Source: an optimization exercise on an open RTL-to-GDS flow (aim: small area, a short achievable clock period and few clock cycles). Production flows keep margins and buffers that such runs may drop.
At most, simulation tests tie the RTL to the original design; equivalence was not proved.
Power and IR drop assume default switching activity.

## v36
==> flow/design.v (excerpt) <==
module LMFE ( clk, reset, Din, in_en, busy, out_valid, Dout, mem_cen, mem_wen, mem_addr, mem_d, mem_q);
Size in the first run: about 1,700 cells after synthesis, about 22,000 um2 of cells after synthesis.
export LEC_CHECK = 0
export CAP_MARGIN = 20
export CORE_MARGIN = 2
export CORE_UTILIZATION = 55
export CTS_BUF_LIST = sky130_fd_sc_hd__clkbuf_16
export CTS_CLUSTER_DIAMETER = 60
export CTS_CLUSTER_SIZE = 30
export SETUP_SLACK_MARGIN = 3.3
export SLEW_MARGIN = 20
create_clock -name core_clock -period 6.0 [get_ports {clk}]
standard.sh (not shown) runs the stock make flow with config.mk's settings and CLKGATE_MAP_FILE= SYNTH_SCRIPT=/design/flow/synth_recipe.tcl, a recipe that flattens the netlist after the stock synthesis.
==> flow/flow/run.sh <==
#!/bin/bash
# The standard layout (the standard.sh, unchanged synthesis script and
# settings from config.mk), except that Yosys does not extract full-adder
# cells: with ADDER_MAP_FILE empty, ORFS's synth.tcl skips extract_fa, so ABC
# maps the adder trees from plain gates (faster than sky130 fa_1 cells).
# Registers are unaffected.
set -euo pipefail
export ADDER_MAP_FILE=
bash standard.sh > standard.log 2>&1
v36 reached the end of the flow, and the finished layout is clean on the timing, design-rule and antenna checks.
Testbench counts of v36, summed over its fixed seeds: cycles 1,381,296.
> inputs changed (v36 -> v20)
--- a/flow/config.mk
+++ b/flow/config.mk
@@ -9,3 +9,3 @@
 export CORE_MARGIN = 2
-export CORE_UTILIZATION = 55
+export CORE_UTILIZATION = 40
 export CTS_BUF_LIST = sky130_fd_sc_hd__clkbuf_16
--- outcome ---
- Summary: with v36 as the reference, total instance count after detailed placement in v20 moved up by a little under 10%.
- [compare] base=v36 new=v20: routed wire length shows an increase of 2.1%, full die area grew by about 37%, met2 track demand over resource went down 5.5 points, post-layout worst setup margin increased by 0.038 ns relative to the old numbers, total power draw shows an increase of about 0.5%.
- In v20 relative to v36, clock tree buffer count of the final layout had gone up by a few percent.
- Looking at source of the critical timing path, the P11[5] result is from v36; the addr_r[2] one comes from v20.
- Status: power in the clock group parity (v20, v36)
- Clock skew: v20 and v36 compared, higher one is v20
- v36 vs v20, critical-path cell with the highest stage delay: sky130_fd_sc_hd__xor3_2 vs sky130_fd_sc_hd__clkdlybuf4s50_1
- v20 finished every step from synthesis to the final layout, and the layout passed the timing, design-rule and antenna checks.
### v20 -> v18
--- a/flow/config.mk
+++ b/flow/config.mk
@@ -9,3 +9,3 @@
 export CORE_MARGIN = 2
-export CORE_UTILIZATION = 40
+export CORE_UTILIZATION = 30
 export CTS_BUF_LIST = sky130_fd_sc_hd__clkbuf_16
==> comparison <==
The flow did not stop early for v18: all stages ran, and the layout cleared the timing, design-rule and antenna checks. Delta (v18 minus v20): area after detailed placement has increased; number of setup violations in the final report held; number of design rule violations left after detail routing about even; area of all placed cells without fillers rose by 0.35%. Compared with v20, v18 shows maximum frequency lower by 6.6 MHz. Re number of standard cells in the layout, taps in and fillers out: v20 was lower than v18. v18 ends up with higher part of the cycle the worst path needs than v20 does. Changes observed in v18 relative to v20: via count now sits higher; non-clock buffer share of cell area -0.33 points.
Setup changes, v18 to v39
==> flow/flow/run.sh <==
#!/bin/bash
# The standard layout (the standard.sh, unchanged synthesis script and
# settings from config.mk), with two changes to how cells are chosen:
# - ADDER_MAP_FILE is empty, so ORFS's synth.tcl skips extract_fa and ABC maps
#   the adder trees from plain gates (faster than sky130 fa_1 cells);
# - every input and output port still gets its own buffer, but a buf_4
#   instead of the clkdlybuf4s50_1 delay cell buffer_ports picks by default.
# Registers are unaffected.
set -euo pipefail
export ADDER_MAP_FILE=
export BUFFER_PORTS_ARGS="-buffer_cell sky130_fd_sc_hd__buf_4"
bash standard.sh > standard.log 2>&1
--- a/flow/config.mk
+++ b/flow/config.mk
@@ -9,3 +9,3 @@
 export CORE_MARGIN = 2
-export CORE_UTILIZATION = 30
+export CORE_UTILIZATION = 40
 export CTS_BUF_LIST = sky130_fd_sc_hd__clkbuf_16
@@ -13,3 +13,3 @@
 export CTS_CLUSTER_SIZE = 30
-export SETUP_SLACK_MARGIN = 3.3
+export SETUP_SLACK_MARGIN = 3.2
 export SLEW_MARGIN = 20
- Transition time at the pin with the least slew margin, v39 and v18: smaller value in v39
- Termination of the worst setup path: pr0[3] -> v18, pr0[6] -> v39
- In the reports for v39 and v18, the smaller worst reg-to-reg path cell count belongs to v39.
- Changes observed in v39 relative to v18: number of tapcells shrank by about 27%, total wirelength of the detailed-routed design picked up an extra 0.73%.
- Row worst-case hold slack: v39 lower / v18 higher
- Looking at die boundary height, v39 sits below v18.
- Taking v18 as the reference, in v39 final instance area went down by 2.6%, layout-stage area growth over the synthesis result went down by 3.0 points, post-CTS clock slew at the launch and capture registers of the worst setup and hold paths went down by 0.02 ns.
Changes in v9 relative to v39:
--- a/flow/config.mk
+++ b/flow/config.mk
@@ -11,5 +11,5 @@
 export CTS_BUF_LIST = sky130_fd_sc_hd__clkbuf_16
-export CTS_CLUSTER_DIAMETER = 60
+export CTS_CLUSTER_DIAMETER = 90
 export CTS_CLUSTER_SIZE = 30
-export SETUP_SLACK_MARGIN = 3.2
+export SETUP_SLACK_MARGIN = 3.4
 export SLEW_MARGIN = 20
==> notes.md <==
- As far as layout sequential cell count goes, v39 and v9 are indistinguishable; the numbers are identical.
- v9 gives less met3 layer usage reported by global route than v39 did.
- v9: proportion of final cell area spent on non-clock buffers 2.4 points above v39
- [compare] base=v39 new=v9: buffering stage count on the worst path with inverters included saw an increase, peak ir drop on the vdd network moved down, overall die area held, total power went down.
Relative to v9, the following input files were edited for v8:
==> flow/flow/run.sh <==
#!/bin/bash
# The standard layout (the standard.sh, unchanged synthesis script and
# settings from config.mk), except that Yosys does not extract full-adder
# cells: with ADDER_MAP_FILE empty, ORFS's synth.tcl skips extract_fa, so ABC
# maps the adder trees from plain gates (faster than sky130 fa_1 cells).
# Registers are unaffected.
set -euo pipefail
export ADDER_MAP_FILE=
bash standard.sh > standard.log 2>&1
--- a/flow/config.mk
+++ b/flow/config.mk
@@ -11,5 +11,5 @@
 export CTS_BUF_LIST = sky130_fd_sc_hd__clkbuf_16
-export CTS_CLUSTER_DIAMETER = 90
+export CTS_CLUSTER_DIAMETER = 60
 export CTS_CLUSTER_SIZE = 30
-export SETUP_SLACK_MARGIN = 3.4
+export SETUP_SLACK_MARGIN = 3.1
 export SLEW_MARGIN = 20
Notes after the runs:
v8 | status: complete | timing, DRC, antenna: pass
v9 went all the way through the flow, and no timing, DRC or antenna check failed.
Between v9 and v8, clock latency of the later-clocked register in the worst-skew pair decreased.
The clock network power share of v8 is higher than that of v9.
Compared v8 against v9; global-route usage within noise.
Standard-cell row count: v8 vs v9, no meaningful difference
Summary of v8 over v9: part of the total power dissipated in combinational logic decreased by 1.1 points relative to the old numbers, worst slew margin relative to its limit climbed 13 points, number of antenna violations at the first check in global routing increased by 1 relative to the old numbers, power in combinational cells shrank by about 2.3%, number of buffers added by the clock tree synthesis step up 11.
Per the comparison of v8 with v9, length of routed wiring on met1 dropped 830 um, hold slack barely changed.


== run a ==
LMFE, a different RTL version from the one above (not shown whole).
Size in the first run: roughly 1600 cells after synthesis, about 22000 um^2 of cells after synthesis.
// LMFE
module LMFE ( clk, reset, Din, in_en, busy, out_valid, Dout, mem_cen, mem_wen, mem_addr, mem_d, mem_q);
Settings: LEC_CHECK=0, CAP_MARGIN=20, CORE_MARGIN=2, CORE_UTILIZATION=40, SETUP_SLACK_MARGIN=2.5, SLEW_MARGIN=20; clock period 6.0 ns.
run.sh (not shown) runs the stock make flow with config.mk's settings and CLKGATE_MAP_FILE= SYNTH_SCRIPT=/design/flow/synth_recipe.tcl, a recipe that flattens the netlist after the stock synthesis.
Stock flow here: none of the scripts above is used.
--- input diff run a..run b ---
diff --git a/flow/config.mk b/flow/config.mk
--- a/flow/config.mk
+++ b/flow/config.mk
@@ -10,3 +10,3 @@
 export CORE_UTILIZATION = 40
-export SETUP_SLACK_MARGIN = 2.5
+export SETUP_SLACK_MARGIN = 3.0
 export SLEW_MARGIN = 20
--- outcome ---
Looking at run a and run b, the total instance count after detailed placement is a wash.
Changes observed in run b relative to run a: via count of the first global-routing pass decreased by 89 relative to the old numbers; worst setup slack after layout decreased by 52 ps relative to the old numbers; final cell count closely matched the old numbers; met2 global-route usage decreased by 1.5 points relative to the old numbers.
Function was not checked in any run of this note: the RTL went through the layout flow alone.


Another version of the RTL of LMFE (not shown whole).
Size in the first run: about 1700 cells after synthesis, ~49 I/O pins, ~22000 um2 of cells after synthesis.
clock: 6.0 ns
lec_check: 0
cap_margin: 20
core_margin: 2
core_utilization: 40
cts_buf_list: sky130_fd_sc_hd__clkbuf_16
cts_cluster_diameter: 60
cts_cluster_size: 30
setup_slack_margin: 3.7
slew_margin: 20
standard.sh (not shown) runs the stock make flow with config.mk's settings and CLKGATE_MAP_FILE= SYNTH_SCRIPT=/design/flow/synth_recipe.tcl, a recipe that flattens the netlist after the stock synthesis.
==> flow/flow/run.sh <==
#!/bin/bash
# The standard layout (the standard.sh, unchanged synthesis script and
# settings from config.mk), except that Yosys does not extract full-adder
# cells: with ADDER_MAP_FILE empty, ORFS's synth.tcl skips extract_fa, so ABC
# maps the adder trees from plain gates (faster than sky130 fa_1 cells).
# Registers are unaffected.
set -euo pipefail
export ADDER_MAP_FILE=
bash standard.sh > standard.log 2>&1
Testbench counts at the start, summed over its fixed seeds: cycles 1,381,296.
Next try:
Settings changed: SETUP_SLACK_MARGIN 3.7 to 3.1.
Effect:
- wire length came out lower by a few percent
- non-clock buffer count came out lower by 43
- combinational power stays flat
- flip-flop and latch count stays the same
Next try:
Settings changed: SETUP_SLACK_MARGIN 3.1 to 3.4.
After rerunning: Setup slack is worse by 0.086 ns. First-iteration DRC count grows by 9.1%. Routed wire length grows by 3.9%. Sequential power hardly moves. Hold slack is better by 0.011 ns. Clock skew barely changes. Power grows by 0.52%.


Setup of build 98:
RTL: one of the versions met above, not the one the previous note started from.
Size in the first run: about 49 I/O pins.
==> flow/design.v (excerpt) <==
module LMFE ( clk, reset, Din, in_en, busy, out_valid, Dout, mem_cen, mem_wen, mem_addr, mem_d, mem_q);
Settings: LEC_CHECK=0, CAP_MARGIN=20, CORE_MARGIN=2, CORE_UTILIZATION=40, CTS_BUF_LIST=sky130_fd_sc_hd__clkbuf_16, CTS_CLUSTER_DIAMETER=60, CTS_CLUSTER_SIZE=30, SETUP_SLACK_MARGIN=3.6, SLEW_MARGIN=20; clock period 6.0 ns.
==> flow/flow/run.sh <==
#!/bin/bash
# The standard layout (the standard.sh, unchanged synthesis script and
# settings from config.mk), with two changes to how cells are chosen:
# - ADDER_MAP_FILE is empty, so ORFS's synth.tcl skips extract_fa and ABC maps
#   the adder trees from plain gates (faster than sky130 fa_1 cells);
# - every input and output port still gets its own buffer, but a buf_4
#   instead of the clkdlybuf4s50_1 delay cell buffer_ports picks by default.
# Registers are unaffected.
set -euo pipefail
export ADDER_MAP_FILE=
export BUFFER_PORTS_ARGS="-buffer_cell sky130_fd_sc_hd__buf_4"
bash standard.sh > standard.log 2>&1
Build 98 completed every stage of the flow, and the final layout passed the timing, design-rule and antenna checks.
Testbench counts of build 98, summed over its fixed seeds: cycles 1,381,296.
Edits applied to the flow inputs when going from build 98 to build 54:
Settings: SETUP_SLACK_MARGIN changed from 3.6 to 3.3; CTS_CLUSTER_DIAMETER changed from 60 to 90.
==> flow/flow/run.sh <==
#!/bin/bash
# The standard layout (the standard.sh, unchanged synthesis script and
# settings from config.mk), except that Yosys does not extract full-adder
# cells: with ADDER_MAP_FILE empty, ORFS's synth.tcl skips extract_fa, so ABC
# maps the adder trees from plain gates (faster than sky130 fa_1 cells).
# Registers are unaffected.
set -euo pipefail
export ADDER_MAP_FILE=
bash standard.sh > standard.log 2>&1
[summary]
In the metrics for build 54 and build 98, the one carrying the higher portion of the layout cell area used by non-clock buffers is build 98. Looking at critical path's slowest cell, the sky130_fd_sc_hd__xor3_1 result is from build 54; the sky130_fd_sc_hd__xnor3_2 one comes from build 98. Looking at build 54 and build 98, the cell count after placement is a wash. Amount of wire on met2 after detailed routing of build 54 falls short of that of build 98 by a few percent.
> inputs changed (build 54 -> build 45)
Settings: a change of CTS_CLUSTER_DIAMETER from 90 to 75.
[summary]
- Build 45: combined buffer and inverter count along the critical path 1 above build 54
- Looking at transition time of the tightest slew-check pin, build 45 sits above build 54.
- Compared with build 54, build 45 shows a lower global routing usage on met2.
- Count of clock buffers in the final design, build 45 and build 54, lower one = build 54.
- Comparing build 45 and build 54, the higher maximum clock frequency was measured on build 54.
- Between build 54 and build 45, sequential cell fraction of total power decreased.
- Compare build 45 and build 54 | register-to-register slack higher: build 54
- Post-route cell area was higher in the run labelled build 45.
- Compared build 45 vs build 54, and count of plain and timing-repair buffers is up in build 45.
- Build 54 -> build 45: number of antenna diodes delta 0, exact match
- Build 45: final clock skew lower than build 54
--- input diff build 45..build 70 ---
Settings: swapping 3.3 for 2.9 in SETUP_SLACK_MARGIN; swapping 75 for 60 in CTS_CLUSTER_DIAMETER.
[summary]
Build 70: no failed stages, no open violations at the end. Per the comparison of build 70 with build 45, sequential cell area share shows an increase of 1.2 points, post-layout total power shows an increase of 4.2%, shortest period the worst path allows shows an increase of 210 ps. met2 wire length is higher on build 45. Worst hold margin: build 70 and build 45 compared, higher one is build 70. Setup slack in build 70 is smaller than in build 45. On post-placement setup slack: between build 70 and build 45, it ends up lower for build 70. Measured against each other, build 70 and build 45 differ in sum of routed wire length over all layers, the higher figure coming from build 45.

afterwards: timing with drivers on the ports:
The flow's constraints put no driver on any port. The routed layouts listed below were extracted and timed again, unchanged, in two steps.
Step 1 assumes that a clkbuf_16 drives the clock port and a buf_2 every other input.
Step 2 adds t to the input delays and takes it off the output delays; t is the mean of the earliest and latest rising clock arrival at the registers after step 1. Input paths then give back, and output paths get back, about the clock's delay inside the block.
Three values: no drivers, after step 1, after step 2; two values: the first two.
run	t, ns	slack for setup (ns)	cell pins on the clock port's net
v36	0.633	3.324 / 3.291 / 2.755	1
v20	0.635	3.362 / 3.304 / 2.877	1
v18	0.635	3.315 / 3.285 / 2.818	1
v39	0.625	3.258 / 3.258 / 3.114	1
v9	0.663	3.344 / 3.344 / 3.092	1
v8	0.635	3.221 / 3.221 / 2.733	1
run a	0.649	1.138 / 1.138 / 1.138	1
run b	0.656	1.086 / 1.086 / 1.086	1
the first run of note 3	0.633	3.040 / 3.040 / 3.040	1
the second run of note 3	0.638	3.082 / 3.082 / 2.823	1
the third run of note 3	0.635	2.996 / 2.996 / 2.877	1
build 98	0.641	3.355 / 3.355 / 3.107	1
build 54	0.665	3.354 / 3.322 / 2.771	1
build 45	0.633	3.295 / 3.295 / 2.892	1
build 70	0.636	3.089 / 3.052 / 2.703	1
After both steps every run listed still meets setup and hold. For build 54, which loses most, drivers alone change the setup slack by -0.032 ns; drivers and shift together by -0.583 ns.
